Source: an optimization exercise on an open RTL-to-GDS flow (aim: small area, a short achievable clock period and few clock cycles per item). Production flows keep margins and buffers that such runs may drop.
At most, simulation tests tie the RTL to the original design; equivalence was not proved.
Only the layout flow was run in run 2; the RTL was not checked for function there.

==> flow/design.v (outline; a module is shown in full before it is edited, if it fits) <==
// module Milestone1_convert: 289 lines
// module yt_part: 55 lines
// module pix_sum: 374 lines
// module fir_sum: 147 lines
// module csa_fa: 4 lines
// module csa_ha: 4 lines
module Milestone1_convert (
	input  logic          Clock,
	input  logic          Resetn,
	input  logic          Enable,
	input  logic   [15:0] SRAM_read_data,
	input  logic          redo,
	output logic          SRAM_we_n,
	output logic   [17:0] SRAM_address,
	output logic   [15:0] SRAM_write_data,
	output logic          Finish
);
  // ...
==> flow/flow/run.sh <==
#!/bin/bash
# Standard ORFS layout (standard.sh) with these changes in how it is made:
#  - the port buffers are buf_4 cells instead of the buffer ORFS picks
#  - clock tree: clkbuf_16 root, clkbuf_8 leaf buffers over small sink
#    clusters, no dummy loads
#  - timing repair aims at a setup margin below the design's clock period
# The SDC, clock period and I/O constraints are the standard flow's, unchanged.  ORFS
# writes each step's log under orfs/logs; make's own output goes to
# orfs_make.log here.
set -euo pipefail
bash standard.sh SETUP_SLACK_MARGIN=10.0 \
  "BUFFER_PORTS_ARGS=-buffer_cell sky130_fd_sc_hd__buf_4" \
  "CTS_ARGS=-sink_clustering_enable -repair_clock_nets -root_buf sky130_fd_sc_hd__clkbuf_16 -buf_list sky130_fd_sc_hd__clkbuf_8 -sink_clustering_size 18 -sink_clustering_max_diameter 50 -dont_use_dummy_load" \
  finish > orfs_make.log 2>&1
==> flow/standard.sh <==
#!/bin/bash
# synth_recipe.tcl (not shown) runs the flow's synth.tcl, then flattens the netlist and writes it again
# the make line also repeats each setting of config.mk as NAME=value (left out here)
make -C /OpenROAD-flow-scripts/flow DESIGN_CONFIG=/design/flow/config.mk WORK_HOME=/design/flow/orfs CLKGATE_MAP_FILE= SYNTH_SCRIPT=/design/flow/synth_recipe.tcl "${@:-finish}"
==> flow/config.mk <==
export PLATFORM = sky130hd
export DESIGN_NAME = Milestone1_convert
export DESIGN_NICKNAME = Milestone1_convert
export VERILOG_FILES = /design/flow/design.v
export SDC_FILE = /design/flow/constraint.sdc
export NUM_CORES = 4
export LEC_CHECK = 0
export CAP_MARGIN = 20
export CORE_MARGIN = 2
export CORE_UTILIZATION = 40
export SLEW_MARGIN = 20
export SYNTH_HIERARCHICAL = 1
==> flow/constraint.sdc <==
create_clock -name core_clock -period 14.0 [get_ports {Clock}]
set_input_delay 2.8000 -clock core_clock [delete_from_list [all_inputs] [get_ports {Clock}]]
set_output_delay 2.8000 -clock core_clock [all_outputs]
set_load 0.01 [all_outputs]
==> notes.md, run 1 <==
Largest regs=su: 48 flops, sv: 48 flops; mux cell area share after synthesis=around 3.4%; share of async-settable or async-resettable flops after synthesis=less than 1%; synthesis-stage register bit count=between 400 and 500; ratio of cells with drive above 1 in the final layout=about 8.9%; Crit path buffers/inverters=1; Post-DRT Antenna Nets=0; placed insts=around 2,900; most frequent cells in the layout=dfxtp_1 (281), nand2_1 (193), ha_1 (183); slowest CP cell=dfrtp_1; met2 Usage GRT=between 20% and 30%; first-pass GRT wire length=85,570 µm; Critical Path, Cell by Cell=buf_4; 1st-pass router iterations=5; final instance area=0.02594 mm²; fillers=between 5,000 and 6,000; Final setup viols=0; CP startpoint=Finish; critical path arrival=~1.1 ns; vias in the first global route=roughly 16,000; Avg WL per Cell=18.58 µm; Initial DRC Count=1,067; fin. max-slew vios=0; worst hold slack=0.2986 ns; Seq/Total Area, Yosys=43.22%; Mapped Cells=between 2,000 and 2,500; row count=90; status=timing/DRC/antenna clean; Max H-tree Level=2; Total GRT Usage=between 15 and 20%; WL met3=between 1500 and 2000 µm; I/O Pins=56; antenna violations before repair=1; Die H=approximately 250 µm; NonClk Buf Share=between 1.5 and 2%; Core Box Area=approximately 0.060 mm²; CTS root buffer=clkbuf_16
Testbench counts, summed over its fixed seeds: cycles 1,547,720, frames 8.
==> module Milestone1_convert, before the edit <==
module Milestone1_convert (
	input  logic          Clock,
	input  logic          Resetn,
	input  logic          Enable,
	input  logic   [15:0] SRAM_read_data,
	input  logic          redo,
	output logic          SRAM_we_n,
	output logic   [17:0] SRAM_address,
	output logic   [15:0] SRAM_write_data,
	output logic          Finish
);
localparam logic [1:0] T_NONE = 2'd0, T_Y = 2'd1, T_U = 2'd2, T_V = 2'd3;
localparam logic [2:0] K_NONE = 3'd0, K_B0 = 3'd1, K_RG0 = 3'd2, K_RG1 = 3'd3, K_B1 = 3'd4;
localparam logic [2:0] I_NONE = 3'd0, I_HI = 3'd1, I_LO = 3'd2, I_REP = 3'd3, I_PORT = 3'd4;
logic        run;           
logic [3:0]  nph;           
logic [7:0]  nk;            
logic        nlead;         
logic [15:0] y_addr;        
logic [17:0] u_addr;        
logic [17:0] rgb_addr;      
logic [1:0]  tag_a, tag_b, tag_c;    
logic [2:0]  kind_a, kind_b;         
logic        c_even, c_ph1, c_isb, c_firv, c_ldv, c_ldu, c_ph2;
logic [2:0]  c_kind;
logic [2:0]  c_ins_u, c_ins_v;
logic [7:0]  y_lo;                  
logic [7:0]  y_sel;                 
logic [7:0]  hu;                    
logic [15:0] hv;
logic [7:0]  su [0:5];
logic [7:0]  sv [0:5];
logic [8:0]  up_reg, vp_reg;        
logic [7:0]  b0_save;
function automatic logic [11:0] succ(input logic [3:0] p, input logic [7:0] kk);
	logic [3:0] p2;
	logic [7:0] k2;
	p2 = p + 4'd1;
	k2 = kk;
	if (p == 4'd4) begin
		if (kk == 8'd159) p2 = 4'd5;
		else begin p2 = 4'd0; k2 = kk + 8'd1; end
	end else if (p == 4'd10) begin
		p2 = 4'd0; k2 = 8'd0;
	end
	succ = {p2, k2};
endfunction
function automatic logic [5:0] ins_of(input logic [3:0] p, input logic [7:0] kk);
	logic [2:0] iu, iv;
	iu = I_NONE;
	iv = I_NONE;
	case (p)
	4'd0: begin
		if (kk == 8'd0)        iv = I_PORT;
		else if (kk <= 8'd155) iv = kk[0] ? I_LO : I_HI;
		else if (kk == 8'd159) iv = I_HI;
		else                   iv = I_REP;
	end
	4'd1: begin
		if (kk <= 8'd155)      iu = kk[0] ? I_LO : I_PORT;
		else if (kk == 8'd159) iu = I_PORT;
		else                   iu = I_REP;
	end
	4'd2: if (kk == 8'd159) begin iu = I_REP; iv = I_REP; end
	4'd3: if (kk == 8'd159) begin iu = I_REP; iv = I_REP; end
	4'd4: if (kk == 8'd159) begin iu = I_LO; iv = I_LO; end
	4'd6: begin iu = I_PORT; iv = I_HI; end
	4'd7: begin iu = I_LO; iv = I_LO; end
	default: ;
	endcase
	ins_of = {iu, iv};
endfunction
logic [3:0] nph2;
logic [7:0] nk2;
assign {nph2, nk2} = succ(nph, nk);
logic nlead2;
assign nlead2 = nlead & ~(nph == 4'd10);
logic rd_y, rd_u, rd_v;
always_comb begin
	rd_y = 1'b0; rd_u = 1'b0; rd_v = 1'b0;
	case (nph)
	4'd3: begin
		if (nk == 8'd159) rd_v = 1'b1;
		else              rd_y = ~nlead;
	end
	4'd4: begin
		if (nk <= 8'd153) begin
			if (nk[0]) rd_u = 1'b1;
			else       rd_v = (nk <= 8'd152);
		end else if (nk == 8'd155) rd_v = 1'b1;
		else if (nk == 8'd158 || nk == 8'd159) rd_u = 1'b1;
	end
	4'd8:  rd_y = 1'b1;
	4'd9:  rd_v = 1'b1;
	4'd10: rd_u = 1'b1;
	default: ;
	endcase
end
logic wr;    
assign wr = (kind_b == K_RG0) || (kind_b == K_RG1) || (kind_b == K_B1);
always_ff @(posedge Clock) begin
	SRAM_we_n <= ~(run && wr);
end
always_ff @(posedge Clock or negedge Resetn) begin
	if (!Resetn) begin
		run       <= 1'b0;
		Finish    <= 1'b0;
	end else begin
		if (run) begin
			if (nph == 4'd7 && y_addr == 16'd38400) begin
				run    <= 1'b0;
				Finish <= 1'b1;
			end
		end else if (Finish) begin
			if (redo) Finish <= 1'b0;
		end else if (Enable) begin
			run <= 1'b1;
		end
	end
end
logic [17:0] v_addr;
assign v_addr = {u_addr[17:8] + 10'd75, u_addr[7:0]};    
always_ff @(posedge Clock) begin
	tag_b  <= tag_a;
	tag_c  <= tag_b;
	kind_b <= kind_a;
	if (!run) begin
		nph      <= 4'd0;
		nk       <= 8'd156;
		nlead    <= 1'b1;
		y_addr   <= 16'd0;
		u_addr   <= 18'd38400;
		rgb_addr <= 18'd146944;
		SRAM_address <= 18'd57600;
		tag_a    <= (Enable && !Finish) ? T_V : T_NONE;
		kind_a   <= K_NONE;
		kind_b   <= K_NONE;
		c_even <= 1'b0; c_ph1 <= 1'b0; c_isb <= 1'b0; c_kind <= K_NONE; c_firv <= 1'b0;
		c_ldv  <= 1'b0; c_ldu <= 1'b0; c_ph2  <= 1'b0;
		c_ins_u <= I_NONE; c_ins_v <= I_NONE;
	end else begin
		nph   <= nph2;
		nk    <= nk2;
		nlead <= nlead2;
		c_even <= (nph == 4'd1) || (nph == 4'd2);
		c_ph1  <= (nph == 4'd1);
		c_isb  <= (nph == 4'd1) || (nph == 4'd4);
		c_kind <= (nph == 4'd1) ? K_B0 : (nph == 4'd2) ? K_RG0 :
		          (nph == 4'd3) ? K_RG1 : (nph == 4'd4) ? K_B1 : K_NONE;
		c_firv <= (nph == 4'd4) || (nph == 4'd10);
		c_ldv  <= (nph == 4'd1);
		c_ldu  <= (nph == 4'd2);
		c_ph2  <= (nph == 4'd2);
		{c_ins_u, c_ins_v} <= ins_of(nph, nk);
		kind_a <= nlead ? K_NONE : c_kind;
		tag_a <= T_NONE;
		if (rd_y) begin
			SRAM_address <= {2'd0, y_addr};
			y_addr <= y_addr + 16'd1;
			tag_a  <= T_Y;
		end
		if (rd_u) begin
			SRAM_address <= u_addr;
			u_addr <= u_addr + 18'd1;
			tag_a  <= T_U;
		end
		if (rd_v) begin
			SRAM_address <= v_addr;
			tag_a  <= T_V;
		end
		if (wr) begin
			SRAM_address <= rgb_addr;
			rgb_addr <= rgb_addr + 18'd1;
		end
	end
end
always_ff @(posedge Clock) begin
	if (tag_c == T_Y) y_lo <= SRAM_read_data[7:0];
	if (tag_c == T_U) hu   <= SRAM_read_data[7:0];
	if (tag_c == T_V) hv   <= SRAM_read_data;
	if (tag_c == T_Y)  y_sel <= SRAM_read_data[15:8];
	else if (c_ph2)    y_sel <= y_lo;
end
function automatic logic [7:0] ins_val(input logic [2:0] sel, input logic [15:0] h,
                                       input logic [7:0] last, input logic [7:0] port);
	case (sel)
	I_HI:    ins_val = h[15:8];
	I_LO:    ins_val = h[7:0];
	I_PORT:  ins_val = port;
	default: ins_val = last;
	endcase
endfunction
always_ff @(posedge Clock) begin
	if (c_ins_u != I_NONE) begin
		su[0] <= su[1]; su[1] <= su[2]; su[2] <= su[3];
		su[3] <= su[4]; su[4] <= su[5];
		su[5] <= ins_val(c_ins_u, {8'd0, hu}, su[5], SRAM_read_data[15:8]);
	end
	if (c_ins_v != I_NONE) begin
		sv[0] <= sv[1]; sv[1] <= sv[2]; sv[2] <= sv[3];
		sv[3] <= sv[4]; sv[4] <= sv[5];
		sv[5] <= ins_val(c_ins_v, hv, sv[5], SRAM_read_data[15:8]);
	end
end
logic [7:0]  ta, tb, tc, td, te, tf;
assign ta = c_firv ? sv[0] : su[0];
assign tb = c_firv ? sv[1] : su[1];
assign tc = c_firv ? sv[2] : su[2];
assign td = c_firv ? sv[3] : su[3];
assign te = c_firv ? sv[4] : su[4];
assign tf = c_firv ? sv[5] : su[5];
logic [8:0]  t_af, t_be, t_cd;
assign t_af = {1'b0, ta} + {1'b0, tf};
assign t_be = {1'b0, tb} + {1'b0, te};
assign t_cd = {1'b0, tc} + {1'b0, td};
logic [8:0]  f_p1, f_np2, f_p3;
always_ff @(posedge Clock) begin
	f_p1  <= t_af;
	f_np2 <= ~t_be;
	f_p3  <= t_cd;
end
logic [8:0] fm_a, fm_b, g_a, g_b;
logic       fm_c, g_c;
fir_sum u_fir (.p1(f_p1), .np2(f_np2), .p3(f_p3), .np3(~f_p3), .ha(fm_a), .hb(fm_b), .c(fm_c));
always_ff @(posedge Clock) begin
	g_a <= fm_a;
	g_b <= fm_b;
	g_c <= fm_c;
end
logic [8:0] fw;
assign fw = g_a + g_b + {8'd0, g_c};
always_ff @(posedge Clock) begin
	if (c_ldv) vp_reg <= fw;
	if (c_ldu) up_reg <= fw;
end
logic [8:0]  su9, sv9;
logic [7:0]  su_e;                  
assign su_e = c_ph1 ? su[2] : su[1];
assign su9 = c_even ? {su_e[7], ~su_e[7], su_e[6:0]} : up_reg;
assign sv9 = c_even ? {sv[1][7], ~sv[1][7], sv[1][6:0]} : vp_reg;
logic [13:0] yl_m;
logic        yc_m;
logic [10:0] yh_m;
yt_part u_yt (.y(y_sel), .lo(yl_m), .c(yc_m), .hi(yh_m));
logic [13:0] p_ytl;
logic        p_ytc;
logic [10:0] p_yth;
logic [8:0]  p_u, p_v;
logic [10:0] p_u3, p_v3;
logic        p_isb;
always_ff @(posedge Clock) begin
	p_ytl <= yl_m;
	p_ytc <= yc_m;
	p_yth <= yh_m;
	p_isb <= c_isb;
	p_u   <= su9;
	p_u3  <= {2'd0, su9} + {1'b0, su9, 1'b0};
	p_v   <= sv9;
	p_v3  <= {2'd0, sv9} + {1'b0, sv9, 1'b0};
end
logic [10:0] q_xa, q_xb, q_ga, q_gb;
logic        q_xc, q_gc;
logic [10:0] m_xa, m_xb, m_ga, m_gb;
logic        m_xc, m_gc;
pix_sum u_pix (.ytl(p_ytl), .ytc(p_ytc), .yth(p_yth),
	.pu(p_u), .pu3(p_u3), .pv(p_v), .pv3(p_v3), .isb(p_isb),
	.xa(m_xa), .xb(m_xb), .xc(m_xc), .ga(m_ga), .gb(m_gb), .gc(m_gc));
always_ff @(posedge Clock) begin
	q_xa <= m_xa; q_xb <= m_xb; q_xc <= m_xc;
	q_ga <= m_ga; q_gb <= m_gb; q_gc <= m_gc;
end
function automatic logic [7:0] clip(input logic [10:0] s);
	clip = s[10] ? 8'd0 : (|s[9:8]) ? 8'd255 : s[7:0];
endfunction
logic [10:0] s_x, s_g;
assign s_x = q_xa + q_xb + {10'd0, q_xc};
assign s_g = q_ga + q_gb + {10'd0, q_gc};
logic [7:0] x8, g8;
assign x8 = clip(s_x);
assign g8 = clip(s_g);
always_ff @(posedge Clock) begin
	case (kind_b)
	K_RG0:   SRAM_write_data <= {x8, g8};
	K_RG1:   SRAM_write_data <= {b0_save, x8};
	default: SRAM_write_data <= {g8, x8};
	endcase
	if (kind_b == K_B0)  b0_save <= x8;
end
endmodule
==> run 2, diff against run 1 <==
--- a/flow/design.v
+++ b/flow/design.v
@@ -191,17 +191,18 @@
 always_ff @(posedge Clock or negedge Resetn) begin
 	if (!Resetn) begin
-		run       <= 1'b0;
-		Finish    <= 1'b0;
-	end else begin
-		if (run) begin
-			if (nph == 4'd7 && y_addr == 16'd38400) begin
-				run    <= 1'b0;
-				Finish <= 1'b1;
-			end
-		end else if (Finish) begin
-			if (redo) Finish <= 1'b0;
-		end else if (Enable) begin
-			run <= 1'b1;
-		end
+		run <= 1'b0;
+	end else if (run) begin
+		if (nph == 4'd7 && y_addr == 16'd38400) run <= 1'b0;
+	end else if (!Finish && Enable) begin
+		run <= 1'b1;
+	end
+end
+always_ff @(posedge Clock) begin
+	if (!Resetn) begin
+		Finish <= 1'b0;
+	end else if (run) begin
+		if (nph == 4'd7 && y_addr == 16'd38400) Finish <= 1'b1;
+	end else if (Finish && redo) begin
+		Finish <= 1'b0;
 	end
 end
==> notes.md, run 2 <==
status=timing/DRC/antenna clean (unchanged); most common cell in the netlist=dfxtp_1 (unchanged); Critical Path, Cell by Cell=buf_4 (unchanged); cell taking the most area after synthesis=dfxtp_1 (unchanged); Seq/Total Area, Yosys=43.09% (was 43.22%); I/O Buffers=55 (unchanged); Core Box Area=0.06047 mm² (unchanged); Initial DRC Count=926 (was 1,067); Post-Layout Cell Count=2,941 (was 2,927); slowest CP cell=dfxtp_1 (was dfrtp_1); ratio of cells with drive above 1 in the final layout=9.264% (was 8.904%); Placer Congestion=0.8964 (was 0.9224); worst slew pin tran=1.054 ns (was 1.026 ns); Final Skew=0.05425 ns (was 0.06304 ns); antenna violations before repair=0 (was 1); Post-synth EDFFs=162 (unchanged); vias in the first global route=15,640 (was 15,750); crit end category=output port (unchanged); Layout area overhead=5.909% (was 5.986%); Crit path largest cell delay=0.38 ns (was 0.40 ns); mapped cell area=0.02454 mm² (was 0.02448 mm²); RSZ-0062 raised after global routing=no (unchanged); synth cell count leaders=dfxtp_1 (284), nand2_1 (189), ha_1 (183) (was dfxtp_1 (283), nand2_1 (193), ha_1 (183)); share of async-settable or async-resettable flops after synthesis=0.2237% (was 0.4474%); Distinct cells, synth=78 (was 77); part of the cycle the worst path needs=27.65% (was 27.85%); CTS root buffer=clkbuf_16 (unchanged); Final Hold Fails=0 (unchanged); routed vias=15,220 (was 15,210); Hold-fix buffers, CTS=0 (unchanged); synthesis-stage register bit count=447 (unchanged); Setup TNS Final=0 ns (unchanged); type of origin of the critical path=register (unchanged); Critical Path RT=11.20 ns (about the same); 1st-pass router iterations=7 (was 5); I/O Pins=56 (unchanged); Syn Nets=2,556 (was 2,536); placed insts=2,893 (was 2,882); clock latency (worst-skew pair)=0.55 ns (was 0.57 ns); Die H=251.7 µm (was 251.4 µm); Largest regs=su: 48 flops, sv: 48 flops (unchanged); critical path class=reg2out (unchanged); CTS tree=built (unchanged); CTS max path bufs=3 (unchanged); via density per instance=5.174 (was 5.195); Hold WC Path Type=reg2reg (unchanged); Synthesis Warnings=9 (unchanged); Max H-tree Level=2 (unchanged); number of max-cap violations=0 (unchanged); DRC Markers=0 (unchanged); critical path arrival=1.07 ns (was 1.10 ns); Max Freq=258.4 MHz (was 256.5 MHz); Total GRT Usage=17.10% (was 17.36%); DP HPWL=42,260 µm (was 42,890 µm); chip width=251.7 µm (was 251.4 µm); largest net degree at the start of global routing=52 (was 49); Final setup viols=0 (unchanged); global route overflow=0 (unchanged); Slew headroom=29.76% (was 31.59%); Antenna diodes=0 (unchanged); Crit path buffers/inverters=1 (unchanged); Mapped Cells=2,171 (was 2,151); Mean Syn Cell Area=11.30 µm² (was 11.38 µm²); row count=90 (unchanged); Final #Nets=2,546 (was 2,532); final wirelength=54,020 µm (was 54,400 µm); Avg WL per Cell=18.37 µm (was 18.58 µm); post-synth top area share=23.17% (was 23.15%); Post-DRT Antenna Nets=0 (unchanged); top cells by area, synth=dfxtp_1 (23%), edfxtp_1 (20%), fa_1 (15%) (unchanged); buffer count from post-CTS setup fixing=0 (unchanged); most frequent cells in the layout=dfxtp_1 (283), nand2_1 (189), ha_1 (183) (was dfxtp_1 (281), nand2_1 (193), ha_1 (183)); CTS Buf Count=47 (was 45); Initial Util=40.59% (was 40.48%); CTS Sinks=447 (unchanged); worst-path fanout max=2 (was 3); die area=0.06335 mm² (was 0.06319 mm²); CP delay by family, top=flip-flops (unchanged); fin. max-slew vios=0 (unchanged); Final min period=3.870 ns (was 3.899 ns); Synth Flop Type=dfxtp_1 (unchanged); commonest non-fill, non-tap cell in the layout=dfxtp_1 (unchanged); first-pass GRT wire length=84,880 µm (was 85,570 µm); Worst-path clk slew=0.10 ns (was 0.08 ns)
-- run 2: cell types whose count changed in the layout (fill, tap and decap cells not counted), sizes merged, moves of 10 or more --
cell	previous run	this run
nor2	102	143
and2	42	17
o21ai	101	82
xor2	38	50
xnor2	80	69
a21oi	96	106
o22ai	3	13
-- run 2: per-stage QoR --
step	hold WS, ns	util, %	setup slack (ns)	area (µm²)
4_1_cts	0.3350	42.95	10.04	25970
6_report	0.3307	42.98	10.13	25990
3_5_place_dp	0.3193	41.78	9.945	25270
3_3_place_gp	0.3188	41.78	9.903	25270
5_1_grt	0.3326	42.98	10.06	25990
2_1_floorplan	0.3096	-	10.57	24540
-- run 2: path summary, 6_finish.rpt --
kind / start / to / slack [ns] / cells past startpoint
setup reg to reg: p_isb / q_xc / 10.21 / 11
max in group asynchronous: Resetn / run / 11.87 / 1
hold reg to reg: tag_a[1] / tag_b[1] / 0.33 / 0
hold / removal: tag_a[1] / tag_b[1] / 0.33 / 0
setup / recovery: SRAM_address[3] / SRAM_address[3] / 10.13 / 1
min in group asynchronous: Resetn / run / 2.04 / 1
-- run 2: area by class of cell --
type / instances / area [µm²]
fill: 5619 / 34480
multi-input combinational: 1458 / 12710
sequential: 447 / 10580
tap: 782 / 978.4
clock buffer: 47 / 703.2
inverter: 142 / 536.8
timing repair buffer: 64 / 480.5
timing repair inverter: 1 / 5.005
-- run 2: per-layer routing --
metal | track usage, % | vias to the layer above | part of all wire, %
met3 | 2.734 | 73 | 4.1
met4 | 4.830 | 0 | 2.4
met1 | 22.89 | 7501 | 45
li1 | - | 7374 | -
met5 | 0 | - | 0
met2 | 28.70 | 268 | 48
-- run 2: per-module statistics from Yosys (local to each module, per instance) --
module	area [µm²]	flip-flops and latches	cells inside	copies in the design
pix_sum	1429	0	247	1
csa_fa	20.02	0	1	170
fir_sum	280.3	0	35	1
yt_part	810.8	0	103	1
Milestone1_convert	18030	447	1569	1
csa_ha	12.51	0	1	47
-- run 2: cells by family after synthesis --
group	Yosys count	share of synthesized area (%)
simple gates	533	10.32
flops	447	43.09
fa+ha+maj	365	24.18
compound gates	357	9.269
buf+inv	266	5.200
xor+xnor	119	4.247
mux	83	3.681
other cells	1	0.01528
-- run 2: timing repair --
item                       in CTS  in global routing
gates resized for setup         2                  1
pin swaps                       0                  0
setup endpoints to repair       1                  1
cloned                          0                  1
==> run 3, diff against run 2 <==
--- a/flow/design.v
+++ b/flow/design.v
@@ -105,5 +105,5 @@
 logic        nlead;         
 logic [15:0] y_addr;        
-logic [17:0] u_addr;        
+logic [15:0] u_addr;        
 logic [17:0] rgb_addr;      
 logic [1:0]  tag_a, tag_b, tag_c;    
@@ -207,6 +207,13 @@
 	end
 end
-logic [17:0] v_addr;
-assign v_addr = {u_addr[17:8] + 10'd75, u_addr[7:0]};    
+logic [17:0] v_addr, a_sel, a_inc;
+assign v_addr = {1'b0, u_addr[15:8] + 9'd75, u_addr[7:0]};    
+always_comb begin
+	a_sel = rgb_addr;
+	if (rd_y) a_sel = {2'd0, y_addr};
+	if (rd_u) a_sel = {2'd0, u_addr};
+	if (rd_v) a_sel = v_addr;
+end
+assign a_inc = a_sel + 18'd1;
 always_ff @(posedge Clock) begin
 	tag_b  <= tag_a;
@@ -218,5 +225,5 @@
 		nlead    <= 1'b1;
 		y_addr   <= 16'd0;
-		u_addr   <= 18'd38400;
+		u_addr   <= 16'd38400;
 		rgb_addr <= 18'd146944;
 		SRAM_address <= 18'd57600;
@@ -243,22 +250,11 @@
 		kind_a <= nlead ? K_NONE : c_kind;
 		tag_a <= T_NONE;
-		if (rd_y) begin
-			SRAM_address <= {2'd0, y_addr};
-			y_addr <= y_addr + 16'd1;
-			tag_a  <= T_Y;
-		end
-		if (rd_u) begin
-			SRAM_address <= u_addr;
-			u_addr <= u_addr + 18'd1;
-			tag_a  <= T_U;
-		end
-		if (rd_v) begin
-			SRAM_address <= v_addr;
-			tag_a  <= T_V;
-		end
-		if (wr) begin
-			SRAM_address <= rgb_addr;
-			rgb_addr <= rgb_addr + 18'd1;
-		end
+		if (rd_y) tag_a <= T_Y;
+		if (rd_u) tag_a <= T_U;
+		if (rd_v) tag_a <= T_V;
+		SRAM_address <= a_sel;
+		if (rd_y) y_addr   <= a_inc[15:0];
+		if (rd_u) u_addr   <= a_inc[15:0];
+		if (wr)   rgb_addr <= a_inc;
 	end
 end
==> notes.md, run 3 <==
status=timing/DRC/antenna clean (unchanged); I/O Buffers=55 (unchanged); most common cell in the netlist=dfxtp_1 (unchanged); CTS root buffer=clkbuf_16 (unchanged); Crit path buffers/inverters=1 (unchanged); RSZ-0062 raised after global routing=no (unchanged); clock latency (worst-skew pair)=0.57 ns (was 0.55 ns); Critical Path RT=11.20 ns (about the same); routed vias=15,050 (was 15,220); 1st-pass router iterations=5 (was 7); part of the cycle the worst path needs=27.14% (was 27.65%); Largest regs=su: 48 flops, sv: 48 flops (unchanged); Avg WL per Cell=18.40 µm (was 18.37 µm); Crit path largest cell delay=0.31 ns (was 0.38 ns); Max Freq=263.2 MHz (was 258.4 MHz); fin. max-slew vios=0 (unchanged); Final min period=3.799 ns (was 3.870 ns); ratio of cells with drive above 1 in the final layout=10.97% (was 9.264%); Setup TNS Final=0 ns (unchanged); critical path class=reg2out (unchanged); DRC Markers=0 (unchanged); post-synth top area share=23.06% (was 23.17%); CTS max path bufs=3 (unchanged); FF-to-FF setup slack=10.25 ns (was 10.21 ns); Placer Congestion=0.8863 (was 0.8964); hold path startpoint=tag_b[1] (was tag_a[1]); Antenna diodes=0 (unchanged); via density per instance=5.145 (was 5.174); synthesis-stage register bit count=445 (was 447); Slew headroom=32.98% (was 29.76%); Crit Reg-Reg Startpoint=nk[0] (was p_isb); DP HPWL=41,790 µm (was 42,260 µm); number of max-cap violations=0 (unchanged); RR Endpoint=rgb_addr[16] (was q_xc); Distinct cells, synth=89 (was 78); Mean Syn Cell Area=11.47 µm² (was 11.30 µm²); Max H-tree Level=2 (unchanged); largest net degree at the start of global routing=54 (was 52); commonest non-fill, non-tap cell in the layout=dfxtp_1 (unchanged); Worst-path clk slew=0.08 ns (was 0.10 ns); CTS Buf Count=49 (was 47); share of async-settable or async-resettable flops after synthesis=0.2247% (was 0.2237%); final wirelength=53,810 µm (was 54,020 µm); Mapped Cells=2,135 (was 2,171); Initial DRC Count=978 (was 926); global route overflow=0 (unchanged); Seq/Total Area, Yosys=43.03% (was 43.09%); Hold Path End=tag_c[1] (was tag_b[1]); Total GRT Usage=17.24% (was 17.10%); Die H=251.4 µm (was 251.7 µm); mapped cell area=0.02449 mm² (was 0.02454 mm²); most frequent cells in the layout=dfxtp_1 (279), fa_1 (182), nand2_1 (180) (was dfxtp_1 (283), nand2_1 (189), ha_1 (183)); Layout area overhead=6.760% (was 5.909%); worst-path fanout max=1 (was 2); Final #Nets=2,527 (was 2,546); Synthesis Warnings=9 (unchanged); CTS Sinks=445 (was 447); Post-Route Utilization=43.23% (was 42.98%); Final Hold Fails=0 (unchanged); cell taking the most area after synthesis=dfxtp_1 (unchanged); row count=90 (unchanged); I/O Pins=56 (unchanged); Setup WS post-layout=10.20 ns (was 10.13 ns); Synth Flop Type=dfxtp_1 (unchanged); type of origin of the critical path=register (unchanged); worst slew pin tran=1.005 ns (was 1.054 ns); Syn Nets=2,517 (was 2,556); crit end category=output port (unchanged); die area=0.06321 mm² (was 0.06335 mm²); Hold WC Path Type=reg2reg (unchanged); Critical Path, Cell by Cell=buf_4 (unchanged); WHS Path Cells=0 (unchanged); synth cell count leaders=dfxtp_1 (282), fa_1 (182), ha_1 (180), nand2_1 (180), edfxtp_1 (162) (was dfxtp_1 (284), nand2_1 (189), ha_1 (183)); Final Skew=0.05925 ns (was 0.05425 ns); pre-CTS setup slack=9.089 ns (was 9.945 ns); CTS tree=built (unchanged); Core Box Area=0.06047 mm² (unchanged); first-pass GRT wire length=85,530 µm (was 84,880 µm); Hold-fix buffers, CTS=0 (unchanged); antenna violations before repair=0 (unchanged); vias in the first global route=15,630 (was 15,640); Post-DRT Antenna Nets=0 (unchanged); critical path arrival=1.00 ns (was 1.07 ns); fillers=5,588 (was 5,619); Final setup viols=0 (unchanged); Post-synth EDFFs=162 (unchanged); chip width=251.4 µm (was 251.7 µm); Worst Reg-to-Reg Cells=11 (unchanged); slowest CP cell=dfxtp_1 (unchanged); CP delay by family, top=flip-flops (unchanged); Initial Util=40.49% (was 40.59%); top cells by area, synth=dfxtp_1 (23%), edfxtp_1 (20%), fa_1 (15%) (unchanged)
run 3: layer usage:
layer	track usage [%]	share of wire [%]	vias up
met5	0	0	-
met4	5.833	2.7	0
li1	-	-	7287
met2	29.26	48	238
met3	2.156	3.4	93
met1	22.84	45	7430
run 3: modules after synthesis, one instance, submodules excluded:
module,area (µm²),flip-flops and latches,copies in the design
yt_part,817.0,0,1
fir_sum,280.3,0,1
csa_ha,12.51,0,47
Milestone1_convert,17970,445,1
csa_fa,20.02,0,170
pix_sum,1429,0,1
run 3: cells by family (layout without fill, tap and decap cells):
group,count (synthesis),count (layout),synth area share [%]
other,1,1,0.01531
buffers and inverters,276,283,5.360
AO/OA/AOI/OAI,345,346,9.504
flip-flops,445,445,43.03
XOR/XNOR,97,97,3.470
multiplexers,105,105,4.706
adder cells (fa/ha/maj),362,362,24.08
AND/OR/NAND/NOR,504,504,9.842
run 3: timing repair:
| action | 4_1_cts | 5_1_grt |
|---|---|---|
| setup buffers | 1 | 11 |
| cloned | 2 | 0 |
| endpoints found under the hold margin | 0 | 0 |
| setup endpoints to repair | 14 | 14 |
| gates resized for setup | 12 | 8 |
| pin swaps | 1 | 4 |
run 3: how the worst max path moves through the flow:
stage | from | to | cells past startpoint
final | SRAM_address[4] | SRAM_address[4] | 1
after detailed placement | p_isb | q_xc | 11
after CTS | nph[0] | rgb_addr[16] | 15
after floorplan | nph[0] | rgb_addr[16] | 17
after global placement | p_isb | q_xc | 11
after global routing | nk[0] | rgb_addr[16] | 11
run 3: layout make-up:
cell class | count | area, µm² | area share [%]
clock buffer | 49 | 730.7 | 2.795
inverter | 155 | 585.6 | 2.240
multi-input combinational | 1415 | 12710 | 48.61
sequential | 445 | 10540 | 40.32
tap | 782 | 978.4 | 3.743
timing repair buffer | 78 | 593.1 | 2.269
timing repair inverter | 1 | 5.005 | 0.01915
run 3: metrics by stage:
| stage | cell area [µm²] | cells | hold WS (ns) |
|---|---|---|---|
| after floorplan | 24490 | 2135 | 0.3096 |
| after CTS | 26030 | 2914 | 0.3123 |
| final | 26140 | 2925 | 0.3095 |
| after detailed placement | 25240 | 2862 | 0.3136 |
| after global placement | 25240 | 2862 | 0.3143 |
| after global routing | 26140 | 2925 | 0.3316 |
Testbench counts of run 3, summed over its fixed seeds: cycles 1,547,720, frames 8.
==> run 4, diff against run 3 <==
--- a/flow/flow/run.sh
+++ b/flow/flow/run.sh
@@ -1,5 +1,5 @@
 #!/bin/bash
 # Standard ORFS layout (standard.sh) with these changes in how it is made:
-#  - the port buffers are buf_4 cells instead of the buffer ORFS picks
+#  - the port buffers are buf_2 cells instead of the buffer ORFS picks
 #  - clock tree: clkbuf_16 root, clkbuf_8 leaf buffers over small sink
 #    clusters, no dummy loads
@@ -10,5 +10,5 @@
 set -euo pipefail
 bash standard.sh SETUP_SLACK_MARGIN=10.0 \
-  "BUFFER_PORTS_ARGS=-buffer_cell sky130_fd_sc_hd__buf_4" \
+  "BUFFER_PORTS_ARGS=-buffer_cell sky130_fd_sc_hd__buf_2" \
   "CTS_ARGS=-sink_clustering_enable -repair_clock_nets -root_buf sky130_fd_sc_hd__clkbuf_16 -buf_list sky130_fd_sc_hd__clkbuf_8 -sink_clustering_size 18 -sink_clustering_max_diameter 50 -dont_use_dummy_load" \
   finish > orfs_make.log 2>&1
==> notes.md, run 4 <==
mapped cell area=0.02449 mm² (unchanged); global route overflow=0 (unchanged); Mean Syn Cell Area=11.47 µm² (unchanged); Post-synth EDFFs=162 (unchanged); most common cell in the netlist=dfxtp_1 (unchanged); Worst Reg-to-Reg Cells=17 (was 11); Seq/Total Area, Yosys=43.03% (unchanged); Max H-tree Level=2 (unchanged); CP Depth=1 (unchanged); Distinct cells, synth=89 (unchanged); Final #Nets=2,517 (was 2,527); Post-DRT Antenna Nets=0 (unchanged); post-synth top area share=23.06% (unchanged); Final Skew=0.08060 ns (was 0.05925 ns); die area=0.06321 mm² (unchanged); Core Box Area=0.06047 mm² (unchanged); Crit Reg-Reg Startpoint=nph[0] (was nk[0]); CTS root buffer=clkbuf_16 (unchanged); Hold WC Path Type=reg2reg (unchanged); Critical Path RT=11.20 ns (about the same); CTS Sinks=445 (unchanged); Synth Flop Type=dfxtp_1 (unchanged); DRC Markers=0 (unchanged); commonest non-fill, non-tap cell in the layout=dfxtp_1 (unchanged); Layout area overhead=5.912% (was 6.760%); Multi-input gate area=0.01272 mm² (was 0.01271 mm²); vias in the first global route=15,590 (was 15,630); chip width=251.4 µm (unchanged); Hold-fix buffers, CTS=0 (unchanged); cell taking the most area after synthesis=dfxtp_1 (unchanged); CTS max path bufs=3 (unchanged); Placer Congestion=0.9224 (was 0.8863); CP startpoint=SRAM_write_data[15] (was SRAM_address[4]); Setup crit end=SRAM_write_data[15] (was SRAM_address[4]); FF+latch area=0.01054 mm² (unchanged); routed vias=15,060 (was 15,050); top cells by area, synth=dfxtp_1 (23%), edfxtp_1 (20%), fa_1 (15%) (unchanged); Initial DRC Count=849 (was 978); Max Freq=262.1 MHz (was 263.2 MHz); ratio of cells with drive above 1 in the final layout=10.64% (was 10.97%); final wirelength=53,610 µm (was 53,810 µm); CTS Buf Count=46 (was 49); synthesis-stage register bit count=445 (unchanged); Syn Nets=2,517 (unchanged); 1st-pass router iterations=5 (unchanged); synth cell count leaders=dfxtp_1 (282), fa_1 (182), ha_1 (180), nand2_1 (180), edfxtp_1 (162) (unchanged); Slew headroom=33.60% (was 32.98%); fin. max-slew vios=0 (unchanged); row count=90 (unchanged); I/O Pins=56 (unchanged); slowest CP cell=dfxtp_1 (unchanged); Final min period=3.815 ns (was 3.799 ns); Crit path largest cell delay=0.33 ns (was 0.31 ns); worst slew pin tran=0.9959 ns (was 1.005 ns); CTS tree=built (unchanged); critical path arrival=1.02 ns (was 1.00 ns); part of the cycle the worst path needs=27.25% (was 27.14%); Total GRT Usage=17.15% (was 17.24%); via density per instance=5.165 (was 5.145); Post-Layout Cell Count=2,916 (was 2,925); status=timing/DRC/antenna clean (unchanged); Final Hold Fails=0 (unchanged); most frequent cells in the layout=dfxtp_1 (279), fa_1 (182), nand2_1 (180) (unchanged); I/O Buffers=55 (unchanged); Initial Util=40.49% (unchanged); fillers=5,596 (was 5,588); Avg WL per Cell=18.38 µm (was 18.40 µm); Die H=251.4 µm (unchanged); RR Endpoint=u_addr[14] (was rgb_addr[16]); Crit path buffers/inverters=1 (unchanged); crit end category=output port (unchanged); worst-path fanout max=1 (unchanged); critical path class=reg2out (unchanged); number of max-cap violations=0 (unchanged); RSZ-0062 raised after global routing=no (unchanged); antenna violations before repair=2 (was 0); Setup TNS Final=0 ns (unchanged); CP delay by family, top=flip-flops (unchanged); first-pass GRT wire length=84,990 µm (was 85,530 µm); Largest regs=su: 48 flops, sv: 48 flops (unchanged); DP HPWL=41,730 µm (was 41,790 µm); share of async-settable or async-resettable flops after synthesis=0.2247% (unchanged); Synthesis Warnings=9 (unchanged); Worst-path clk slew=0.10 ns (was 0.08 ns); clock latency (worst-skew pair)=0.55 ns (was 0.57 ns); type of origin of the critical path=register (unchanged); largest net degree at the start of global routing=54 (unchanged); FF-to-FF setup slack=10.21 ns (was 10.25 ns); placed insts=2,863 (was 2,862); Mapped Cells=2,135 (unchanged); Critical Path, Cell by Cell=buf_2 (was buf_4); Final setup viols=0 (unchanged)
==> run 4: final cells by class <==
class,instances,share of cell area [%]
flip-flops and latches,445,40.65
diodes,1,0.009649
well taps,782,3.773
multi-input cells,1414,49.04
clock buffers,46,2.658
repair inverters,1,0.01930
repair buffers,72,1.597
inverters,155,2.258
==> run 4: cells by family after synthesis <==
family | Yosys count | synth area share, %
compound gates | 345 | 9.504
xor+xnor | 97 | 3.470
fa+ha+maj | 362 | 24.08
buf+inv | 276 | 5.360
flops | 445 | 43.03
mux | 105 | 4.706
other cells | 1 | 0.01531
simple gates | 504 | 9.842
==> run 4: metal layers <==
layer / part of all wire [%] / GRT usage (%) / vias to the layer above
met5: 0 / 0 / -
met4: 2.9 / 5.493 / 0
met3: 3.5 / 2.724 / 89
met2: 48 / 28.99 / 229
met1: 45 / 22.57 / 7475
li1: - / - / 7268
==> run 4: repair_timing <==
action                                  4_1_cts  5_1_grt
endpoints found under the setup margin       14       12
gates resized for setup                      12       13
buffers inserted                              2        3
gates cloned                                  1        0
pin swaps                                     1        1
==> run 4: stage by stage <==
| step | hold WS [ns] | utilization, % | cell area, µm² | setup WS, ns |
|---|---|---|---|---|
| 2_1_floorplan | 0.3096 | - | 24490 | 10.04 |
| 3_3_place_gp | 0.3139 | 41.52 | 25110 | 9.105 |
| 3_5_place_dp | 0.3154 | 41.52 | 25110 | 9.118 |
| 4_1_cts | 0.3254 | 42.76 | 25850 | 10.01 |
| 5_1_grt | 0.3259 | 42.89 | 25930 | 9.980 |
| 6_report | 0.3222 | 42.89 | 25930 | 10.18 |
==> run 4: modules after synthesis (local to each module, per instance) <==
module              cells inside  flip-flops and latches  copies in the design
Milestone1_convert          1531                     445                     1
pix_sum                      247                       0                     1
csa_fa                         1                       0                   170
yt_part                      105                       0                     1
fir_sum                       35                       0                     1
csa_ha                         1                       0                    47
==> run 4: how the worst min path moves through the flow <==
stage                     startpoint       end  slack [ns]  cells past startpoint
after CTS                   tag_b[1]  tag_c[1]        0.33                      0
after floorplan                c_isb     p_isb        0.31                      0
after detailed placement    tag_a[1]  tag_b[1]        0.32                      0
after global routing        tag_b[1]  tag_c[1]        0.33                      0
after global placement      tag_b[1]  tag_c[1]        0.31                      0
final                       tag_b[1]  tag_c[1]        0.32                      0
==> run 5, diff against run 4 <==
--- a/flow/config.mk
+++ b/flow/config.mk
@@ -9,4 +9,5 @@
 export CORE_MARGIN = 2
 export CORE_UTILIZATION = 40
+export PLACE_DENSITY = 0.75
 export SLEW_MARGIN = 20
 export SYNTH_HIERARCHICAL = 1
==> notes.md, run 5 <==
most frequent cells in the layout=dfxtp_1 (281), fa_1 (182), nand2_1 (180) (was dfxtp_1 (279), fa_1 (182), nand2_1 (180)); Synth Area in Simple Gates=9.842% (unchanged); Total GRT Usage=17.12% (was 17.15%); FF-to-FF setup slack=10.29 ns (was 10.21 ns); status=timing/DRC/antenna clean (unchanged); final wirelength=53,590 µm (was 53,610 µm); mux cell area share after synthesis=4.706% (unchanged); Final Hold Fails=0 (unchanged); worst-path fanout max=1 (unchanged); antenna violations before repair=0 (was 2); largest net degree at the start of global routing=54 (unchanged); global route overflow=0 (unchanged); worst slew pin tran=0.9093 ns (was 0.9959 ns); Post-DRT Antenna Nets=0 (unchanged); I/O Pins=56 (unchanged); Worst-path clk slew=0.10 ns (about the same); cell taking the most area after synthesis=dfxtp_1 (unchanged); Syn Nets=2,517 (unchanged); Final setup viols=0 (unchanged); critical path arrival=1.05 ns (was 1.02 ns); CTS max path bufs=3 (unchanged); Layout area overhead=5.887% (was 5.912%); synthesis-stage register bit count=445 (unchanged); crit end category=output port (unchanged); post-synth top area share=23.06% (unchanged); largest family of logic cells by synthesized area=adder cells (unchanged); most common cell in the netlist=dfxtp_1 (unchanged); Post-synth EDFFs=162 (unchanged); DRC Markers=0 (unchanged); critical path class=reg2out (unchanged); Final #Nets=2,522 (was 2,517); Distinct cells, synth=89 (unchanged); first-pass GRT wire length=85,420 µm (was 84,990 µm); Initial Util=40.49% (unchanged); Hold WC Path Type=reg2reg (unchanged); Mapped Cells=2,135 (unchanged); Critical Path RT=11.20 ns (about the same); DP HPWL=41,170 µm (was 41,730 µm); placed insts=2,862 (was 2,863); row count=90 (unchanged); mapped cell area=0.02449 mm² (unchanged); Final min period=3.848 ns (was 3.815 ns); Max H-tree Level=2 (unchanged); part of the cycle the worst path needs=27.49% (was 27.25%); 1st-pass router iterations=7 (was 5); Max Freq=259.8 MHz (was 262.1 MHz); CTS root buffer=clkbuf_16 (unchanged); Crit path largest cell delay=0.35 ns (was 0.33 ns); CTS tree=built (unchanged); CP delay by family, top=flip-flops (unchanged); Critical Path, Cell by Cell=buf_2 (unchanged); RSZ-0062 raised after global routing=no (unchanged); die area=0.06321 mm² (unchanged); Mean Syn Cell Area=11.47 µm² (unchanged); number of max-cap violations=0 (unchanged); type of origin of the critical path=register (unchanged); share of async-settable or async-resettable flops after synthesis=0.2247% (unchanged); fin. max-slew vios=0 (unchanged); top cells by area, synth=dfxtp_1 (23%), edfxtp_1 (20%), fa_1 (15%) (unchanged); ratio of cells with drive above 1 in the final layout=10.76% (was 10.64%); synth cell count leaders=dfxtp_1 (282), fa_1 (182), ha_1 (180), nand2_1 (180), edfxtp_1 (162) (unchanged); Avg WL per Cell=18.35 µm (was 18.38 µm); commonest non-fill, non-tap cell in the layout=dfxtp_1 (unchanged); CTS Buf Count=45 (was 46); via density per instance=5.234 (was 5.165); Initial DRC Count=941 (was 849); Post-DP Area=0.02510 mm² (was 0.02511 mm²); Setup TNS Final=0 ns (unchanged); Antenna diodes=0 (was 1); Post-Synth XOR/XNOR Area=3.470% (unchanged); Post-Route Utilization=42.88% (was 42.89%); Synth Area in Adders=24.08% (unchanged); Placer Congestion=0.9031 (was 0.9224); final instance area=0.02593 mm² (about the same); Final Skew=0.08689 ns (was 0.08060 ns); Post-Layout Cell Count=2,920 (was 2,916); I/O Buffers=55 (unchanged); Seq/Total Area, Yosys=43.03% (unchanged); Core Box Area=0.06047 mm² (unchanged); vias in the first global route=15,810 (was 15,590); Synth Flop Type=dfxtp_1 (unchanged); Largest regs=su: 48 flops, sv: 48 flops (unchanged); clock latency (worst-skew pair)=0.56 ns (was 0.55 ns); Slew headroom=38.91% (was 33.60%); compound-gate portion of the synthesized area=9.504% (unchanged); slowest CP cell=dfxtp_1 (unchanged); CTS Sinks=445 (unchanged); Crit path buffers/inverters=1 (unchanged); routed vias=15,280 (was 15,060); chip width=251.4 µm (unchanged); Die H=251.4 µm (unchanged); Synthesis Warnings=9 (unchanged)
==> run 5: stage by stage <==
step	setup WS, ns	hold slack, ns
2_1_floorplan	10.04	0.3096
3_3_place_gp	9.225	0.3118
3_5_place_dp	9.027	0.3161
4_1_cts	10.00	0.3406
5_1_grt	10.02	0.3471
6_report	10.15	0.3356
==> run 5: kinds of logic after synthesis <==
family,Yosys count
buffers and inverters,276
AND/OR/NAND/NOR,504
XOR/XNOR,97
multiplexers,105
adder cells (fa/ha/maj),362
other,1
flip-flops,445
AO/OA/AOI/OAI,345
==> run 5: timing repair <==
item | 4_1_cts | 5_1_grt
gates cloned | 2 | 0
pin swaps | 2 | 2
gates resized for setup | 7 | 9
hold buffers | 0 | 0
setup buffers | 5 | 6
endpoints found under the setup margin | 24 | 23
endpoints found under the hold margin | 0 | 0
==> run 5: worst paths after layout <==
kind	end	cells after the start	from
max in group asynchronous	run	1	Resetn
hold / removal	tag_b[0]	0	tag_a[0]
setup reg to reg	q_xc	14	p_isb
min in group asynchronous	run	1	Resetn
hold reg to reg	tag_b[0]	0	tag_a[0]
setup / recovery	SRAM_address[0]	1	SRAM_address[0]
==> run 5: area by class of cell <==
type / count / area [µm²]
Inverter: 155 / 585.6
Clock buffer: 45 / 675.6
Timing Repair Buffer: 77 / 444.2
Sequential cell: 445 / 10540
Tap cell: 782 / 978.4
Timing Repair inverter: 1 / 5.005
Fill cell: 5525 / 34540
Multi-Input combinational cell: 1415 / 12700
==> run 5: layer usage <==
layer / up-vias / global-route usage (%) / routed length (µm)
met5: - / 0 / 0
met4: 0 / 5.680 / 1451
met3: 99 / 2.249 / 2482
met2: 381 / 29.09 / 26010
met1: 7523 / 22.63 / 23650
li1: 7279 / - / -
==> run 5: modules after synthesis (local to each module, per instance) <==
module	flip-flops and latches	cell area, µm²	cells
Milestone1_convert	445	17970	1531
fir_sum	0	280.3	35
csa_fa	0	20.02	1
csa_ha	0	12.51	1
pix_sum	0	1429	247
yt_part	0	817.0	105
==> run 6, diff against run 5 <==
--- a/flow/config.mk
+++ b/flow/config.mk
@@ -8,6 +8,5 @@
 export CAP_MARGIN = 20
 export CORE_MARGIN = 2
-export CORE_UTILIZATION = 40
-export PLACE_DENSITY = 0.75
+export CORE_UTILIZATION = 55
 export SLEW_MARGIN = 20
 export SYNTH_HIERARCHICAL = 1
==> notes.md, run 6 <==
status=timing/DRC/antenna clean (unchanged); I/O Pins=56 (unchanged); worst slew pin tran=1.040 ns (was 0.9093 ns); largest net degree at the start of global routing=54 (unchanged); Initial Util=55.49% (was 40.49%); final instance area=0.02565 mm² (was 0.02593 mm²); Final Skew=0.07492 ns (was 0.08689 ns); Avg WL per Cell=20.04 µm (was 18.35 µm); fin. max-slew vios=0 (unchanged); worst-path fanout max=1 (unchanged); Syn Nets=2,517 (unchanged); die area=0.04622 mm² (was 0.06321 mm²); cell taking the most area after synthesis=dfxtp_1 (unchanged); Synth Flop Type=dfxtp_1 (unchanged); global route overflow=0 (unchanged); synthesis-stage register bit count=445 (unchanged); Slew headroom=30.12% (was 38.91%); post-synth top area share=23.06% (unchanged); Initial DRC Count=1,048 (was 941); vias in the first global route=15,240 (was 15,810); Critical Path RT=11.20 ns (about the same); synth cell count leaders=dfxtp_1 (282), fa_1 (182), ha_1 (180), nand2_1 (180), edfxtp_1 (162) (unchanged); RSZ-0062 raised after global routing=no (unchanged); crit end category=output port (unchanged); Setup WS post-layout=10.18 ns (was 10.15 ns); critical path arrival=1.02 ns (was 1.05 ns); chip width=215.0 µm (was 251.4 µm); Die H=215.0 µm (was 251.4 µm); number of max-cap violations=0 (unchanged); Antenna diodes=0 (unchanged); slowest CP cell=dfxtp_1 (unchanged); first-pass GRT wire length=85,560 µm (was 85,420 µm); 1st-pass router iterations=5 (was 7); clock latency (worst-skew pair)=0.56 ns (about the same); Max Freq=261.4 MHz (was 259.8 MHz); antenna violations before repair=0 (unchanged); Post-DP Area=0.02486 mm² (was 0.02510 mm²); CTS Buf Count=42 (was 45); Mean Syn Cell Area=11.47 µm² (unchanged); Final min period=3.825 ns (was 3.848 ns); final wirelength=54,560 µm (was 53,590 µm); Setup TNS Final=0 ns (unchanged); Distinct cells, synth=89 (unchanged); most frequent cells in the layout=dfxtp_1 (280), fa_1 (182), nand2_1 (180) (was dfxtp_1 (281), fa_1 (182), nand2_1 (180)); placed insts=2,671 (was 2,862); Final setup viols=0 (unchanged); Hold WC Path Type=reg2reg (unchanged); Layout area overhead=4.757% (was 5.887%); Total GRT Usage=23.97% (was 17.12%); CTS root buffer=clkbuf_16 (unchanged); Post-Layout Cell Count=2,722 (was 2,920); Core Box Area=0.04412 mm² (was 0.06047 mm²); part of the cycle the worst path needs=27.32% (was 27.49%); DRC Markers=0 (unchanged); Mapped Cells=2,135 (unchanged); FF-to-FF setup slack=10.25 ns (was 10.29 ns); pre-CTS setup slack=9.502 ns (was 9.027 ns); critical path class=reg2out (unchanged); most common cell in the netlist=dfxtp_1 (unchanged); Placer Congestion=0.9292 (was 0.9031); Final #Nets=2,514 (was 2,522); Crit path largest cell delay=0.35 ns (about the same); Seq/Total Area, Yosys=43.03% (unchanged); commonest non-fill, non-tap cell in the layout=dfxtp_1 (unchanged); routed vias=15,040 (was 15,280); Largest regs=su: 48 flops, sv: 48 flops (unchanged); Post-synth EDFFs=162 (unchanged); Post-Route Utilization=58.13% (was 42.88%); share of async-settable or async-resettable flops after synthesis=0.2247% (unchanged); Critical Path, Cell by Cell=buf_2 (unchanged); ratio of cells with drive above 1 in the final layout=10.52% (was 10.76%); CTS max path bufs=3 (unchanged); top cells by area, synth=dfxtp_1 (23%), edfxtp_1 (20%), fa_1 (15%) (unchanged); type of origin of the critical path=register (unchanged); CP delay by family, top=flip-flops (unchanged); Worst-path clk slew=0.08 ns (was 0.10 ns); Final Hold Fails=0 (unchanged); Crit path buffers/inverters=1 (unchanged); Synthesis Warnings=9 (unchanged); mapped cell area=0.02449 mm² (unchanged); DP HPWL=42,490 µm (was 41,170 µm); Hold-fix buffers, CTS=0 (unchanged); Max H-tree Level=2 (unchanged); CTS Sinks=445 (unchanged); via density per instance=5.525 (was 5.234); CTS tree=built (unchanged); row count=77 (was 90); Post-DRT Antenna Nets=0 (unchanged); I/O Buffers=55 (unchanged)
==> run 6: cell counts after synthesis <==
No cell type changed its count.
==> run 6: final cells by class <==
type                       count  area, µm²
timing repair inverter         1      5.005
fill                        3808      18470
timing repair buffer          71      407.9
multi-input combinational   1416      12740
tap                          592      740.7
inverter                     155      585.6
clock buffer                  42      634.4
sequential                   445      10540
==> run 6: cells by family (layout without fill, tap and decap cells) <==
| group | after synthesis | after routing | share of synthesized area, % |
|---|---|---|---|
| simple gates | 504 | 504 | 9.842 |
| flops | 445 | 445 | 43.03 |
| fa+ha+maj | 362 | 362 | 24.08 |
| compound gates | 345 | 347 | 9.504 |
| buf+inv | 276 | 269 | 5.360 |
| mux | 105 | 105 | 4.706 |
| xor+xnor | 97 | 97 | 3.470 |
| other cells | 1 | 1 | 0.01531 |
==> run 6: path summary, 6_finish.rpt <==
kind                             startpoint  cells after the start               end
setup / recovery           SRAM_address[14]                      1  SRAM_address[14]
hold / removal                     tag_a[0]                      0          tag_b[0]
setup reg to reg                      p_isb                     11              q_xc
hold reg to reg                    tag_a[0]                      0          tag_b[0]
max in group asynchronous            Resetn                      1               run
min in group asynchronous            Resetn                      1               run
==> run 6: timing repair <==
item / in CTS / in global routing
setup buffers: 1 / 5
cloned: 2 / 1
pin swaps: 1 / 2
resized for setup: 11 / 13
setup endpoints to repair: 14 / 22
==> run 6: through the flow <==
step | hold WS (ns)
2_1_floorplan | 0.3096
3_3_place_gp | 0.3188
3_5_place_dp | 0.3216
4_1_cts | 0.3461
5_1_grt | 0.3534
6_report | 0.3373
==> run 6: per-module statistics from Yosys, one instance, submodules excluded <==
module,cells inside,times used,flops+latches,area (µm²)
Milestone1_convert,1531,1,445,17970
csa_fa,1,170,0,20.02
csa_ha,1,47,0,12.51
fir_sum,35,1,0,280.3
pix_sum,247,1,0,1429
yt_part,105,1,0,817.0
==> run 6: routing by layer <==
metal / vias to the layer above / track usage (%) / part of all wire, %
met5: - / 0 / 0
met4: 0 / 6.575 / 2.2
met3: 71 / 3.751 / 4.7
met2: 302 / 38.34 / 46
met1: 7402 / 34.15 / 47
li1: 7265 / - / -
==> run 7, diff against run 6 <==
==> flow/flow/run.sh (replaced) <==
#!/bin/bash
# Standard ORFS layout (standard.sh) with these changes in how it is made:
#  - the port buffers are buf_4 cells instead of the buffer ORFS picks
#  - clock tree: clkbuf_16 root, clkbuf_4 and clkbuf_8 buffers over small sink
#    clusters, no dummy loads
#  - timing repair aims at a setup margin below the design's clock period
# The SDC, clock period and I/O constraints are the standard flow's, unchanged.  ORFS
# writes each step's log under orfs/logs; make's own output goes to
# orfs_make.log here.
set -euo pipefail
bash standard.sh SETUP_SLACK_MARGIN=10.0 \
  "BUFFER_PORTS_ARGS=-buffer_cell sky130_fd_sc_hd__buf_4" \
  "CTS_ARGS=-sink_clustering_enable -repair_clock_nets -root_buf sky130_fd_sc_hd__clkbuf_16 -buf_list {sky130_fd_sc_hd__clkbuf_4 sky130_fd_sc_hd__clkbuf_8} -sink_clustering_size 12 -sink_clustering_max_diameter 40 -dont_use_dummy_load" \
  finish > orfs_make.log 2>&1
--- a/flow/config.mk
+++ b/flow/config.mk
@@ -8,5 +8,5 @@
 export CAP_MARGIN = 20
 export CORE_MARGIN = 2
-export CORE_UTILIZATION = 55
+export CORE_UTILIZATION = 40
 export SLEW_MARGIN = 20
 export SYNTH_HIERARCHICAL = 1
==> notes.md, run 7 <==
number of max-cap violations=0 (unchanged); commonest non-fill, non-tap cell in the layout=dfxtp_1 (unchanged); Post-Layout Cell Count=2,943 (was 2,722); CTS max path bufs=3 (unchanged); Die H=251.4 µm (was 215.0 µm); final wirelength=54,060 µm (was 54,560 µm); Post-Route Utilization=43.71% (was 58.13%); Post-DRT Antenna Nets=0 (unchanged); Critical Path RT=11.20 ns (about the same); vias in the first global route=15,790 (was 15,240); worst slew pin tran=1.002 ns (was 1.040 ns); CTS Buf Count=70 (was 42); slowest CP cell=dfxtp_1 (unchanged); FF-to-FF setup slack=10.27 ns (was 10.25 ns); I/O Pins=56 (unchanged); GR Util met1=22.64% (was 34.15%); CP delay by family, top=flip-flops (unchanged); global route overflow=0 (unchanged); CTS root buffer=clkbuf_16 (unchanged); Final min period=3.816 ns (was 3.825 ns); Seq/Total Area, Yosys=43.03% (unchanged); Max H-tree Level=3 (was 2); met2 Usage GRT=29.35% (was 38.34%); post-synth top area share=23.06% (unchanged); Worst-path clk slew=0.05 ns (was 0.08 ns); synthesis-stage register bit count=445 (unchanged); routed vias=15,210 (was 15,040); Worst Reg-to-Reg Cells=15 (was 11); placed insts=2,862 (was 2,671); share of async-settable or async-resettable flops after synthesis=0.2247% (unchanged); Max Freq=262.0 MHz (was 261.4 MHz); Avg WL per Cell=18.37 µm (was 20.04 µm); Final #Nets=2,545 (was 2,514); cell taking the most area after synthesis=dfxtp_1 (unchanged); GR peak layer=met2 (unchanged); fillers=5,572 (was 3,808); synth cell count leaders=dfxtp_1 (282), fa_1 (182), ha_1 (180), nand2_1 (180), edfxtp_1 (162) (unchanged); clock latency (worst-skew pair)=0.57 ns (was 0.56 ns); Mean Syn Cell Area=11.47 µm² (unchanged); Initial DRC Count=919 (was 1,048); Layout area overhead=7.946% (was 4.757%); Initial Util=40.49% (was 55.49%); most frequent cells in the layout=dfxtp_1 (279), fa_1 (182), nand2_1 (180) (was dfxtp_1 (280), fa_1 (182), nand2_1 (180)); Largest regs=su: 48 flops, sv: 48 flops (unchanged); Final setup viols=0 (unchanged); Total GRT Usage=17.39% (was 23.97%); first-pass GRT wire length=85,840 µm (was 85,560 µm); Synthesis Warnings=9 (unchanged); Slew headroom=33.12% (was 30.12%); status=timing/DRC/antenna clean (unchanged); Post-synth EDFFs=162 (unchanged); worst-path fanout max=1 (unchanged); critical path arrival=1.02 ns (about the same); type of origin of the critical path=register (unchanged); Final Skew=0.06586 ns (was 0.07492 ns); mapped cell area=0.02449 mm² (unchanged); 1st-pass router iterations=5 (unchanged); row count=90 (was 77); Crit path largest cell delay=0.33 ns (was 0.35 ns); Mapped Cells=2,135 (unchanged); Final Hold Fails=0 (unchanged); die area=0.06321 mm² (was 0.04622 mm²); Setup TNS Final=0 ns (unchanged); critical path class=reg2out (unchanged); fin. max-slew vios=0 (unchanged); Antenna diodes=0 (unchanged); Placer Congestion=0.8863 (was 0.9292); Syn Nets=2,517 (unchanged); antenna violations before repair=0 (unchanged); worst hold slack=0.3153 ns (was 0.3373 ns); largest net degree at the start of global routing=54 (unchanged); Critical Path, Cell by Cell=buf_4 (was buf_2); ratio of cells with drive above 1 in the final layout=11.57% (was 10.52%); Core Box Area=0.06047 mm² (was 0.04412 mm²); part of the cycle the worst path needs=27.26% (was 27.32%); Distinct cells, synth=89 (unchanged); Crit Reg-Reg Startpoint=nph[0] (was p_isb); Setup WS post-layout=10.18 ns (about the same); Crit path buffers/inverters=1 (unchanged); Hold WC Path Type=reg2reg (unchanged); hold path startpoint=tag_b[0] (was tag_a[0]); DRC Markers=0 (unchanged); DP HPWL=41,790 µm (was 42,490 µm); top cells by area, synth=dfxtp_1 (23%), edfxtp_1 (20%), fa_1 (15%) (unchanged); RSZ-0062 raised after global routing=no (unchanged); Synth Flop Type=dfxtp_1 (unchanged); crit end category=output port (unchanged); WHS Path Cells=0 (unchanged); final instance area=0.02643 mm² (was 0.02565 mm²); RR Endpoint=y_addr[14] (was q_xc); met3 GRT Util=2.806% (was 3.751%); I/O Buffers=55 (unchanged); via density per instance=5.167 (was 5.525); pre-CTS setup slack=9.089 ns (was 9.502 ns); CTS Sinks=445 (unchanged); Hold Path End=tag_c[0] (was tag_b[0]); Hold-fix buffers, CTS=0 (unchanged); CTS tree=built (unchanged); most common cell in the netlist=dfxtp_1 (unchanged); chip width=251.4 µm (was 215.0 µm); Post-DP Area=0.02524 mm² (was 0.02486 mm²)
run 7: timing repair:
item | CTS | global route
resized for setup | 11 | 4
pin swaps | 1 | 1
endpoints found under the setup margin | 14 | 24
buffers inserted | 1 | 8
gates cloned | 2 | 0
run 7: worst max-delay path by stage:
stage | end | from | cells past startpoint | slack (ns)
floorplan | rgb_addr[16] | nph[0] | 17 | 10.04
global placement | q_xc | p_isb | 11 | 9.18
detailed placement | q_xc | p_isb | 11 | 9.09
CTS | rgb_addr[16] | nk[0] | 11 | 10.05
global route | y_addr[14] | nph[0] | 15 | 10.01
finish | SRAM_write_data[5] | SRAM_write_data[5] | 1 | 10.18
run 7: final cells by class:
cell class | instances | area (µm²) | share of cell area, %
timing repair buffer | 75 | 566.8 | 2.144
multi-input combinational | 1415 | 12690 | 48.01
timing repair inverter | 1 | 5.005 | 0.01893
tap | 782 | 978.4 | 3.702
sequential | 445 | 10540 | 39.88
clock buffer | 70 | 1065 | 4.028
inverter | 155 | 585.6 | 2.215
run 7: routing by layer:
metal	routed length [µm]	share of wire, %
met5	0	0
met3	2313	4.3
met2	26100	48
met1	24290	45
met4	1359	2.5
run 7: modules after synthesis, one instance, submodules excluded:
module | flops+latches | copies in the design | cells inside
yt_part | 0 | 1 | 105
csa_ha | 0 | 47 | 1
csa_fa | 0 | 170 | 1
fir_sum | 0 | 1 | 35
Milestone1_convert | 445 | 1 | 1531
pix_sum | 0 | 1 | 247
run 7: kinds of logic after synthesis:
family	Yosys count	synth area share (%)
simple gates	504	9.842
flops	445	43.03
fa+ha+maj	362	24.08
compound gates	345	9.504
buf+inv	276	5.360
mux	105	4.706
xor+xnor	97	3.470
other cells	1	0.01531

[afterwards: timing with drivers on the ports]
Ports are ideal in the flow. The routed layouts listed here were re-timed in OpenROAD.
Step 1: set_driving_cell puts a clkbuf_16 on Clock and a buf_2 on each other input, an assumption about the parent block.
Step 2 times the ports against the registers' clock, not the clock port: input delays grow and output delays shrink by t, the midpoint of the rising clock arrivals with the driver on.
a / b / c = no drivers / after step 1 / after step 2; a / b = the first two.
run | shift t [ns] | slack for setup (ns) | worst hold slack (ns) | worst slew at a driven data input, ns
run 1 | 0.595 | 10.101 / 10.041 / 10.294 | 0.299 / 0.299 / 0.299 | 0.07
run 2 | 0.587 | 10.130 / 10.069 / 10.213 | 0.331 / 0.331 / 0.331 | 0.07
run 3 | 0.585 | 10.201 / 10.139 / 10.249 | 0.309 / 0.309 / 0.309 | 0.07
run 4 | 0.576 | 10.185 / 10.126 / 10.213 | 0.322 / 0.322 / 0.322 | 0.08
run 5 | 0.584 | 10.152 / 10.091 / 10.290 | 0.336 / 0.336 / 0.336 | 0.03
run 6 | 0.580 | 10.175 / 10.118 / 10.247 | 0.337 / 0.337 / 0.337 | 0.03
run 7 | 0.599 | 10.184 / 10.122 / 10.273 | 0.315 / 0.315 / 0.315 | 0.06
After both steps every run listed still meets setup and hold.
